From an optimization exercise on the open Yosys and OpenROAD flow, aimed at small area and a short achievable clock period; shortcuts taken in it are not production practice.
Where RTL was checked, it was by simulation tests only, not by an equivalence proof against the original.
Power and IR drop assume default switching activity.

Design top_fp_mul_N32_M23_E8, start of the top module:
module top_fp_mul_N32_M23_E8(input  wire clk,
                             input  wire [31:0] a1,
                             input  wire [31:0] b1,
                             output wire [31:0] y);
export LEC_CHECK = 0
export ABC_AREA = 1
export CAP_MARGIN = 20
export CORE_MARGIN = 2
export CORE_UTILIZATION = 50
export CTS_CLUSTER_SIZE = 30
export PLACE_DENSITY = 0.8
export SETUP_SLACK_MARGIN = 4.0
export SLEW_MARGIN = 70
export SYNTH_HIERARCHICAL = 1
create_clock -name core_clock -period 8.5 [get_ports {clk}]
standard.sh (not shown) runs the stock make flow with config.mk's settings and CLKGATE_MAP_FILE= SYNTH_SCRIPT=/design/flow/synth_recipe.tcl, a recipe that flattens the netlist after the stock synthesis.
==> flow/flow/run.sh <==
#!/bin/bash
bash standard.sh MATCH_CELL_FOOTPRINT=0 "BUFFER_PORTS_ARGS=-buffer_cell sky130_fd_sc_hd__buf_2" finish > standard.log 2>&1
The starting point finished clean.
Next try:
Settings changed: CORE_UTILIZATION 50 to 40, PLACE_DENSITY 0.8 to 0.75.
What happened:
- The changed run completed with no timing, DRC or antenna violations
- hold slack got worse by 4.5 ps
- register-to-register slack improved by 60 ps
- clock-buffer cell count decreases by 1
- final area increases slightly
- core utilization decreases by 11 points
- sequential power stays flat
- synthesized area stays the same
- cell count increases by a few percent
- first-iteration DRC count decreases by a few percent
- setup slack got worse by 14 ps
- global-route usage decreases by 5.0 points
Function was not checked in any run of this note: the RTL went through the layout flow alone.

* * *

Another version of the RTL of top_fp_mul_N32_M23_E8 (not shown whole).
Size: ~1,700 cells after synthesis, roughly 130 flip-flops.
export LEC_CHECK = 0
export ABC_AREA = 1
export CAP_MARGIN = 20
export CORE_MARGIN = 2
export CORE_UTILIZATION = 50
export CTS_BUF_LIST = sky130_fd_sc_hd__clkbuf_4 sky130_fd_sc_hd__clkbuf_8
export CTS_CLUSTER_SIZE = 30
export PLACE_DENSITY = 0.8
export SETUP_SLACK_MARGIN = 4.0
export SLEW_MARGIN = 60
export SYNTH_HIERARCHICAL = 1
create_clock -name core_clock -period 8.5 [get_ports {clk}]
Scripts as last shown in full above: flow/flow/run.sh
Then changed:
==> flow/flow/run.sh (replaced) <==
#!/bin/bash
bash standard.sh MATCH_CELL_FOOTPRINT=0 RECOVER_POWER=100 "BUFFER_PORTS_ARGS=-buffer_cell sky130_fd_sc_hd__buf_2" finish > standard.log 2>&1
SLEW_MARGIN = 70   (was 60)
What happened: Now the flow finished but failed the layout checks on capacitance limit, slew limit. Clock power is higher by about 24%. Routed wire length came out higher by about 1.8%. Register-to-register slack got worse by 0.82 ns. Die area does not change. Utilization hardly moves. Count of clock-buffer cells in the layout does not change. Sequential share of layout area came out higher by 0.13 points.
Then changed:
==> flow/flow/run.sh (replaced) <==
#!/bin/bash
bash standard.sh MATCH_CELL_FOOTPRINT=0 "BUFFER_PORTS_ARGS=-buffer_cell sky130_fd_sc_hd__buf_2" finish > standard.log 2>&1
CORE_UTILIZATION = 55   (was 50)
PLACE_DENSITY = 0.85   (was 0.8)
The new run produced a clean layout.
Core utilization climbs by 6.3 points.
Final area barely changes.
Power climbs by 0.51%.
Maximum frequency climbs by 37%.
Clock skew drops by 0.0086 ns.
Global-route usage climbs by 2.5 points.

* * *

Setup of job 4629:
top_fp_mul_N32_M23_E8, a different RTL version from the one above (not shown whole).
Size: about 1900 cells after synthesis, about 97 I/O pins.
export LEC_CHECK = 0
export ABC_AREA = 1
export CAP_MARGIN = 20
export CORE_MARGIN = 2
export CORE_UTILIZATION = 55
export SETUP_SLACK_MARGIN = 3.5
export SLEW_MARGIN = 70
export SYNTH_HIERARCHICAL = 1
create_clock -name core_clock -period 8.5 [get_ports {clk}]
==> flow/flow/run.sh <==
#!/bin/bash
bash standard.sh MATCH_CELL_FOOTPRINT=0 "BUFFER_PORTS_ARGS=-buffer_cell sky130_fd_sc_hd__buf_2" finish > standard.log 2>&1
No stage failed in job 4629, and the final checks on the layout all came back clean.
> inputs changed (job 4629 -> job 845)
Settings: CTS_BUF_LIST: unset -> sky130_fd_sc_hd__clkbuf_8; SLEW_MARGIN: 70 -> 20; CORE_UTILIZATION: 55 -> 60.
## What came out
- Between job 845 and job 4629, the reported combinational group power does not differ in any meaningful way.
- Of the two candidates, job 4629 has the better total net switching power and job 845 the worse one.
- fa_2 as the master of the slowest instance on the critical path was reported by job 845, and fa_1 by job 4629.
- Job 4629 has a higher area added between synthesis and finish than job 845.
- Number of levels in the clock H-tree came out exactly the same in job 845 and job 4629.
- Die area | job 845 < job 4629
## Diff of input files: job 1449 against job 845
Settings: CORE_UTILIZATION: 60 -> 40; CTS_BUF_LIST: sky130_fd_sc_hd__clkbuf_8 -> unset; SETUP_SLACK_MARGIN: 3.5 -> 4.0.
Findings:
Looking at post-layout total power across both flows, job 1449 is the weaker of the two, with job 845 ahead.
Job 845 has a lower non-clock buffer instance count of the final layout than job 1449.
Of job 845 and job 1449, the run reporting the higher worst hold slack was job 1449.
### job 1449 -> job 2530
Settings: SLEW_MARGIN changed from 20 to 70; SETUP_SLACK_MARGIN changed from 4.0 to 3.75.
==> results.txt <==
- Relative to job 1449, the net count of the finished layout measured on job 2530 has decreased by a few percent.
- Job 1449 → job 2530: switching part of the total power now sits higher, met1 wire length now sits lower, final cell count without fillers now sits lower, clock-buffer cell count now sits higher.
- Job 2530 reached the end of the flow, and the finished layout is clean on the timing, design-rule and antenna checks.
- On wire length after detailed routing, the lower figure sits with job 2530, not job 1449.
- [job 2530] placement-stage worst setup slack rose 0.28 ns relative to job 1449

* * *

top_fp_mul_N32_M23_E8 with an RTL version that a note above also has.
For scale: roughly 1,700 cells after synthesis, ~130 flip-flops, ~97 I/O pins, ~16,000 um^2 of cells after synthesis.
## top_fp_mul_N32_M23_E8
module top_fp_mul_N32_M23_E8(input  wire clk,
                             input  wire [31:0] a1,
                             input  wire [31:0] b1,
                             output wire [31:0] y);
Settings: LEC_CHECK=0, ABC_AREA=1, CAP_MARGIN=20, CORE_MARGIN=2, CORE_UTILIZATION=50, CTS_BUF_LIST=sky130_fd_sc_hd__clkbuf_4 sky130_fd_sc_hd__clkbuf_8, CTS_CLUSTER_SIZE=30, PLACE_DENSITY=0.8, SETUP_SLACK_MARGIN=4.1, SLEW_MARGIN=70, SYNTH_HIERARCHICAL=1; clock period 8.5 ns.
Scripts as last shown in full above: flow/flow/run.sh
==> next run, changes <==
==> flow/flow/run.sh (replaced) <==
#!/bin/bash
bash standard.sh MATCH_CELL_FOOTPRINT=0 RECOVER_POWER=50 "BUFFER_PORTS_ARGS=-buffer_cell sky130_fd_sc_hd__buf_2" finish > standard.log 2>&1
Settings changed: SETUP_SLACK_MARGIN 4.1 to 4.0.
The new run went through all stages and came out clean.
Routed wire length drops by 1.0%.
Area after synthesis is unchanged.
Die area is unchanged.
Utilization drops by 0.74 points.
Worst setup slack is worse by 0.47 ns.
Sequential share of layout area grows by 0.20 points.
==> next run, changes <==
==> flow/flow/run.sh (replaced) <==
#!/bin/bash
bash standard.sh MATCH_CELL_FOOTPRINT=0 "BUFFER_PORTS_ARGS=-buffer_cell sky130_fd_sc_hd__buf_2" finish > standard.log 2>&1
Settings changed: GPL_ROUTABILITY_DRIVEN set to 0.
Outcome:
- wire length went down by 2.7%
- non-clock buffer count went down by 3
- fmax went up by 12%

## afterwards: timing with drivers on the ports
In the flow no input, the clock included, has a driving cell. The finished layouts below were timed again as built, in two steps.
Step 1, drivers: a clkbuf_16 drives clk and a buf_2 each remaining input, both assumed.
Step 2 times the ports against the registers' clock, not the clock port: input delays grow and output delays shrink by t, the midpoint of the rising clock arrivals with the driver on.
Three values: no drivers, after step 1, after step 2; two values: the first two.
| run | t (ns) | slack for setup (ns) | worst hold slack (ns) | worst data-port slew with drivers (ns) |
|---|---|---|---|---|
| the first run of note 1 | 0.476 | 4.023 / 3.978 / 4.293 | 0.328 / 0.328 / 0.328 | 0.04 |
| the second run of note 1 | 0.478 | 4.010 / 3.961 / 4.345 | 0.324 / 0.324 / 0.324 | 0.04 |
| the first run of note 2 | 0.512 | 4.123 / 4.080 / 4.130 | 0.331 / 0.331 / 0.331 | 0.04 |
| the second run of note 2 | 0.473 | 2.484 / 2.446 / 2.919 | 0.327 / 0.327 / 0.327 | 0.04 |
| the third run of note 2 | 0.498 | 4.102 / 4.060 / 4.178 | 0.331 / 0.331 / 0.331 | 0.05 |
| job 4629 | 0.485 | 3.760 / 3.706 / 4.002 | 0.325 / 0.325 / 0.325 | 0.04 |
| job 845 | 0.504 | 3.706 / 3.659 / 3.706 | 0.318 / 0.318 / 0.318 | 0.04 |
| job 1449 | 0.494 | 3.983 / 3.925 / 4.046 | 0.325 / 0.325 / 0.325 | 0.04 |
| job 2530 | 0.496 | 3.897 / 3.839 / 4.038 | 0.323 / 0.323 / 0.323 | 0.05 |
| the first run of note 4 | 0.514 | 4.091 / 4.052 / 4.244 | 0.331 / 0.331 / 0.331 | 0.04 |
| the second run of note 4 | 0.474 | 3.616 / 3.616 / 3.616 | 0.330 / 0.330 / 0.330 | 0.04 |
| the third run of note 4 | 0.514 | 4.140 / 4.096 / 4.202 | 0.333 / 0.333 / 0.333 | 0.05 |
